What follows belongs to an exercise in optimizing a design on an open flow for small area and a short achievable clock period; a production flow would make more cautious choices.
At most, simulation tests tie the RTL to the original design; equivalence was not proved.
Power is estimated from default activity; no workload was simulated.

## wip/onyx
// Compressor
module Compressor(CLK_8,RESET,Pixel,OB,SCLK);
input wire RESET,CLK_8;
input wire [7:0] Pixel;
output wire OB,SCLK;
function [15:0] f_add(input [15:0] a, input [15:0] b, input ci);
    integer i;
    reg c;
    begin
        c = ci;
        for (i = 0; i < 16; i = i + 1) begin
            f_add[i] = a[i] ^ b[i] ^ c;
            c = (a[i] & b[i]) | (c & (a[i] ^ b[i]));
        end
    end
endfunction
function [15:0] f_inc(input [15:0] a, input ci);
    integer i;
    reg c;
    begin
        c = ci;
        for (i = 0; i < 16; i = i + 1) begin
            f_inc[i] = a[i] ^ c;
            c = a[i] & c;
        end
    end
endfunction
reg [2:0] ph;
reg e0, e7;
wire [2:0] ph_inc;
assign ph_inc = f_inc(ph, 1'b1);
always @(posedge CLK_8)
    if (RESET) begin ph <= 3'd0; e0 <= 1'b1; e7 <= 1'b0; end
    else begin ph <= ph_inc; e0 <= (ph == 3'd7); e7 <= (ph == 3'd6); end
reg [8:0] rsum, rdif;
reg [1:0] turn;
reg [3:0] Cnt;
wire clip_c = (rsum < 9'd75) | (rsum > 9'd435)
            | (~rdif[8] & (rdif[7:0] > 8'd180))
            | ( rdif[8] & (rdif[7:0] < 8'd76));
wire nf_c = (rsum == 9'd0);
wire fp_c = (rsum == 9'd75) & (rdif == 9'd75);
wire tp_c = (rsum == 9'd77) & (rdif == 9'd77);
wire c0 = (Cnt == 4'd0), c1 = (Cnt == 4'd1), c2 = (Cnt == 4'd2), c3 = (Cnt == 4'd3);
wire c6 = (Cnt == 4'd6), c7 = (Cnt == 4'd7), c8 = (Cnt == 4'd8), c9 = (Cnt == 4'd9);
wire vss_c = (~tp_c | c6) & (c0 | c3 | c6 | c7 | c8 | c9);
wire v1_c = c1 | c2 | c7 | c8;
wire v2_c = c7 | c8;
wire uv_c = ~clip_c & (turn != 2'b00);
wire f_clip = clip_c;
wire f_vc   = vss_c & ~clip_c;
wire f_nf   = nf_c;
wire f_x1   = uv_c;
wire f_d1   = uv_c & v1_c & ~fp_c;
wire f_x2   = uv_c & v1_c;
wire f_d2   = uv_c & v2_c & ~tp_c;
wire [7:0] rs_inc2;
wire [8:0] rs_inc, rd_inc;
wire [3:0] cnt_inc;
assign rs_inc = f_inc(rsum, 1'b1);
assign rs_inc2 = f_inc(rsum[8:1], 1'b1);      
assign rd_inc = f_inc(rdif, 1'b1);
assign cnt_inc = f_inc(Cnt, 1'b1);
reg rst_q;
always @(posedge CLK_8) rst_q <= RESET;
always @(posedge CLK_8)
    if (rst_q) begin
  ...
==> flow/config.mk <==
export PLATFORM = sky130hd
export DESIGN_NAME = Compressor
export DESIGN_NICKNAME = Compressor
export VERILOG_FILES = /design/flow/design.v
export SDC_FILE = /design/flow/constraint.sdc
export NUM_CORES = 4
export LEC_CHECK = 0
export CAP_MARGIN = 20
export CORE_MARGIN = 2
export CORE_UTILIZATION = 70
export CTS_BUF_LIST = sky130_fd_sc_hd__clkbuf_16
export CTS_CLUSTER_DIAMETER = 100
export CTS_CLUSTER_SIZE = 30
export PLACE_DENSITY = 0.75
export SLEW_MARGIN = 20
==> flow/constraint.sdc <==
create_clock -name core_clock -period 16.0 [get_ports {CLK_8}]
set_input_delay 3.2000 -clock core_clock [delete_from_list [all_inputs] [get_ports {CLK_8}]]
set_output_delay 3.2000 -clock core_clock [all_outputs]
set_load 0.01 [all_outputs]
standard.sh (not shown) runs the stock make flow with config.mk's settings and CLKGATE_MAP_FILE= SYNTH_SCRIPT=/design/flow/synth_recipe.tcl, a recipe that flattens the netlist after the stock synthesis.
==> flow/flow/run.sh <==
#!/bin/bash
export BUFFER_PORTS_ARGS="-buffer_cell sky130_fd_sc_hd__buf_2"
bash standard.sh > standard.log 2>&1
Every stage of the flow completed for wip/onyx, and the final layout passed the timing, DRC and antenna checks.
For wip/nickel, these inputs were changed with respect to wip/onyx:
Settings: PLACE_DENSITY no longer set, was 0.75; CORE_UTILIZATION now 60, was 70.
--- outcome ---
- Comparing wip/onyx and wip/nickel, the higher share of the clock period used by the worst path after layout was measured on wip/onyx.
- Diff wip/onyx -> wip/nickel: simple-gate portion of the synthesized area neither gained nor lost much; non-clock buffer count lost 1; utilization lost 11 points; worst hold slack neither gained nor lost much; floorplan row count picked up an extra 5.
- Going from wip/onyx to wip/nickel, multi-input gate share of the layout cell area shrinks by 0.28 points.
- Delta (wip/nickel minus wip/onyx): clock skew after layout moved up; routed wire length moved up; via count of the first global-routing pass moved down.
Input changes introduced in wip/juniper (baseline for comparison: wip/nickel):
==> flow/flow/run.sh <==
#!/bin/bash
export BUFFER_PORTS_ARGS="-buffer_cell sky130_fd_sc_hd__buf_2"
export SETUP_SLACK_MARGIN=11.9
bash standard.sh > standard.log 2>&1
## What came out
- Setup slack in wip/juniper is larger than in wip/nickel.
- Arrival time at the worst endpoint: wip/juniper lower than wip/nickel
- wip/juniper vs wip/nickel: overall power down in wip/juniper
Function was not checked in any run of this note: the RTL went through the layout flow alone.

========
Compressor, a different RTL version from the one above (not shown whole).
Size: ~1,700 cells after synthesis, about 12 I/O pins, ~18,000 µm² of cells after synthesis.
Design Compressor, start of the top module:
module Compressor(CLK_8,RESET,Pixel,OB,SCLK);
input wire RESET,CLK_8;
input wire [7:0] Pixel;
output wire OB,SCLK;
reg [2:0] ph;
reg e0, e7;
wire [2:0] ph_inc;
rinc #(3) i_ph (ph, 1'b1, ph_inc);
always @(posedge CLK_8)
    if (RESET) begin ph <= 3'd0; e0 <= 1'b1; e7 <= 1'b0; end
    else begin ph <= ph_inc; e0 <= (ph == 3'd7); e7 <= (ph == 3'd6); end
reg [7:0] Col;
reg [8:0] rsum, rdif;
reg [1:0] turn;
reg [3:0] Cnt;
wire clip_c = (rsum < 9'd75) | (rsum > 9'd435)
            | (~rdif[8] & (rdif[7:0] > 8'd180))
            | ( rdif[8] & (rdif[7:0] < 8'd76));
wire nf_c = (rsum == 9'd0);
wire fp_c = (rsum == 9'd75) & (rdif == 9'd75);
wire tp_c = (rsum == 9'd77) & (rdif == 9'd77);
wire c0 = (Cnt == 4'd0), c1 = (Cnt == 4'd1), c2 = (Cnt == 4'd2), c3 = (Cnt == 4'd3);
wire c6 = (Cnt == 4'd6), c7 = (Cnt == 4'd7), c8 = (Cnt == 4'd8), c9 = (Cnt == 4'd9);
wire vss_c = (~tp_c | c6) & (c0 | c3 | c6 | c7 | c8 | c9);
wire v1_c = c1 | c2 | c7 | c8;
wire v2_c = c7 | c8;
wire uv_c = ~clip_c & (turn != 2'b00);
wire f_clip = clip_c;
wire f_vc   = vss_c & ~clip_c;
wire f_nf   = nf_c;
wire f_x1   = uv_c;
wire f_d1   = uv_c & v1_c & ~fp_c;
wire f_x2   = uv_c & v1_c;
wire f_d2   = uv_c & v2_c & ~tp_c;
wire [7:0] col_inc, rs_inc2;
wire [8:0] rs_inc, rd_inc;
wire [3:0] cnt_inc;
rinc #(8) i_ci (Col, 1'b1, col_inc);
rinc #(9) i_rsi (rsum, 1'b1, rs_inc);
rinc #(8) i_rs2 (rsum[8:1], 1'b1, rs_inc2);      
rinc #(9) i_rdi (rdif, 1'b1, rd_inc);
rinc #(4) i_ni (Cnt, 1'b1, cnt_inc);
reg rst_q;
always @(posedge CLK_8) rst_q <= RESET;
  ...
==> flow/config.mk <==
export PLATFORM = sky130hd
export DESIGN_NAME = Compressor
export DESIGN_NICKNAME = Compressor
export VERILOG_FILES = /design/flow/design.v
export SDC_FILE = /design/flow/constraint.sdc
export NUM_CORES = 4
export LEC_CHECK = 0
export CAP_MARGIN = 20
export CORE_MARGIN = 2
export CORE_UTILIZATION = 60
export CTS_BUF_LIST = sky130_fd_sc_hd__clkbuf_8
export CTS_CLUSTER_DIAMETER = 80
export CTS_CLUSTER_SIZE = 18
export SLEW_MARGIN = 20
==> flow/constraint.sdc <==
create_clock -name core_clock -period 16.0 [get_ports {CLK_8}]
set_input_delay 3.2000 -clock core_clock [delete_from_list [all_inputs] [get_ports {CLK_8}]]
set_output_delay 3.2000 -clock core_clock [all_outputs]
set_load 0.01 [all_outputs]
==> flow/flow/run.sh <==
#!/bin/bash
export BUFFER_PORTS_ARGS="-buffer_cell sky130_fd_sc_hd__buf_2"
bash standard.sh > standard.log 2>&1
Change:
CTS_BUF_LIST = sky130_fd_sc_hd__clkbuf_16   (was sky130_fd_sc_hd__clkbuf_8)
CTS_CLUSTER_DIAMETER = 100   (was 80)
CTS_CLUSTER_SIZE = 30   (was 18)
After rerunning:
- final cell count went down by about 0.5%
- clock power went up by 12%
- routed wire length went down by about 0.6%
- clock skew went down by 0.0096 ns
- final area went up by about 0.45%
- die area stays the same
- flip-flop and latch count is unchanged
- via count went down by about 0.3%
- power went up by 1.6%
- synthesized cell count is unchanged
- hold slack barely changes

========
Another version of the RTL of Compressor (not shown whole).
Size in the first run: roughly 1400 cells after synthesis.
// Compressor
module Compressor(CLK_8,RESET,Pixel,OB,SCLK);
input wire RESET,CLK_8;
input wire [7:0] Pixel;
output wire OB,SCLK;
function [15:0] f_add(input [15:0] a, input [15:0] b, input ci);
    integer i;
    reg c;
    begin
        c = ci;
        for (i = 0; i < 16; i = i + 1) begin
            f_add[i] = a[i] ^ b[i] ^ c;
            c = (a[i] & b[i]) | (c & (a[i] ^ b[i]));
        end
    end
endfunction
function [15:0] f_inc(input [15:0] a, input ci);
    integer i;
    reg c;
    begin
        c = ci;
        for (i = 0; i < 16; i = i + 1) begin
            f_inc[i] = a[i] ^ c;
            c = a[i] & c;
        end
    end
endfunction
reg [2:0] ph;
wire [2:0] ph_inc;
assign ph_inc = f_inc(ph, 1'b1);
always @(posedge CLK_8)
    if (RESET) ph <= 3'd0;
    else       ph <= ph_inc;
wire e0 = (ph == 3'd0);
wire e7 = (ph == 3'd7);
reg [8:0] rsum, rdif;
reg [1:0] turn;
reg [3:0] Cnt;
wire clip_c = (rsum < 9'd75) | (rsum > 9'd435)
            | (~rdif[8] & (rdif[7:0] > 8'd180))
            | ( rdif[8] & (rdif[7:0] < 8'd76));
wire nf_c = (rsum == 9'd0);
wire fp_c = (rsum == 9'd75) & (rdif == 9'd75);
wire tp_c = (rsum == 9'd77) & (rdif == 9'd77);
wire c0 = (Cnt == 4'd0), c1 = (Cnt == 4'd1), c2 = (Cnt == 4'd2), c3 = (Cnt == 4'd3);
wire c6 = (Cnt == 4'd6), c7 = (Cnt == 4'd7), c8 = (Cnt == 4'd8), c9 = (Cnt == 4'd9);
wire vss_c = (~tp_c | c6) & (c0 | c3 | c6 | c7 | c8 | c9);
wire v1_c = c1 | c2 | c7 | c8;
wire v2_c = c7 | c8;
wire uv_c = ~clip_c & (turn != 2'b00);
wire f_clip = clip_c;
wire f_vc   = vss_c & ~clip_c;
wire f_nf   = nf_c;
wire f_x1   = uv_c;
wire f_d1   = uv_c & v1_c & ~fp_c;
wire f_x2   = uv_c & v1_c;
wire f_d2   = uv_c & v2_c & ~tp_c;
wire [7:0] rs_inc2;
wire [8:0] rs_inc, rd_inc;
wire [3:0] cnt_inc;
assign rs_inc = f_inc(rsum, 1'b1);
assign rs_inc2 = f_inc(rsum[8:1], 1'b1);      
assign rd_inc = f_inc(rdif, 1'b1);
assign cnt_inc = f_inc(Cnt, 1'b1);
always @(posedge CLK_8)
    if (RESET) begin
        rsum <= 9'd509; rdif <= 9'h1ff; turn <= 2'b10; Cnt <= 4'd0;
    end else if (e0) begin
        if (turn == 2'b10) begin
  ...
Settings: LEC_CHECK=0, CAP_MARGIN=20, CORE_MARGIN=2, CORE_UTILIZATION=60, CTS_BUF_LIST=sky130_fd_sc_hd__clkbuf_16, CTS_CLUSTER_DIAMETER=100, CTS_CLUSTER_SIZE=30, SLEW_MARGIN=20; clock period 16.0 ns.
==> flow/flow/run.sh <==
#!/bin/bash
export BUFFER_PORTS_ARGS="-buffer_cell sky130_fd_sc_hd__buf_2"
export SETUP_SLACK_MARGIN=11.7
export CTS_ARGS="-sink_clustering_enable -repair_clock_nets -sink_clustering_size 30 -sink_clustering_max_diameter 100 -buf_list sky130_fd_sc_hd__clkbuf_16 -dont_use_dummy_load"
bash standard.sh > standard.log 2>&1
Edit:
--- a/flow/flow/run.sh
+++ b/flow/flow/run.sh
@@ -3 +3 @@
-export SETUP_SLACK_MARGIN=11.7
+export SETUP_SLACK_MARGIN=11.9
--- a/flow/config.mk
+++ b/flow/config.mk
@@ -10 +10 @@
-export CORE_UTILIZATION = 60
+export CORE_UTILIZATION = 66
Effect:
- non-clock buffer count stays the same
- via count came out higher by 1.3%
- total power goes up by 1.3%
- setup slack is worse by 0.021 ns
- final area is about the same
- die area fell by 8.9%
- hold slack degrades by 0.011 ns
- clock skew grows by 0.028 ns
- clock-buffer cell count does not change
- synthesized area is unchanged
Edit:
--- a/flow/config.mk
+++ b/flow/config.mk
@@ -10 +10 @@
-export CORE_UTILIZATION = 66
+export CORE_UTILIZATION = 60
Result:
- design area is about the same
- combinational power is about the same
- clock-buffer cell count is unchanged
- wire length fell slightly
Edit:
--- a/flow/flow/run.sh
+++ b/flow/flow/run.sh
@@ -3 +3 @@
-export SETUP_SLACK_MARGIN=11.9
+export SETUP_SLACK_MARGIN=12.1
Result:
- The new run ran to the end with no violations
- worst hold slack loses 0.014 ns
- clock-buffer cell count stays the same
- setup slack loses 0.032 ns
- synthesized area is unchanged
- fmax falls by 0.77%
- total power rises by 0.37%
- final area rises by 0.63%
- die area stays the same
- critical path depth does not change
- wire length rises by 0.69%
- clock power barely changes

## afterwards: timing with drivers on the ports
The results above use ideal ports. As a check the final layouts listed here were re-extracted and re-timed, cells and wires unchanged. Step 1: set_driving_cell puts a clkbuf_16 on CLK_8 and a buf_2 on each other input, an assumption about the parent block. Step 2 times the ports against the registers' clock, not the clock port: input delays grow and output delays shrink by t, the midpoint of the rising clock arrivals with the driver on. Three values: ideal, step 1, step 2; two values: the first two.
run	t, ns	setup WS [ns]	worst setup path at the end	cell pins on the clock port's net
wip/onyx	0.563	11.728 / 11.728 / 11.728	register to register	1
wip/nickel	0.562	11.758 / 11.758 / 11.758	register to register	1
wip/juniper	0.562	11.834 / 11.783 / 11.904	register to register	1
the first run of note 2	0.629	11.676 / 11.629 / 11.920	input to register	1
the second run of note 2	0.569	11.722 / 11.670 / 11.905	input to register	1
the first run of note 3	0.542	11.842 / 11.793 / 11.687	input to register	1
the second run of note 3	0.548	11.820 / 11.771 / 11.680	input to register	1
the third run of note 3	0.544	11.857 / 11.808 / 11.700	input to register	1
the fourth run of note 3	0.542	11.825 / 11.774 / 11.776	input to register	1
After both steps setup and hold are still met in every run listed. For the third run of note 3, which loses most, drivers alone change the setup slack by -0.049 ns; drivers and shift together by -0.157 ns.
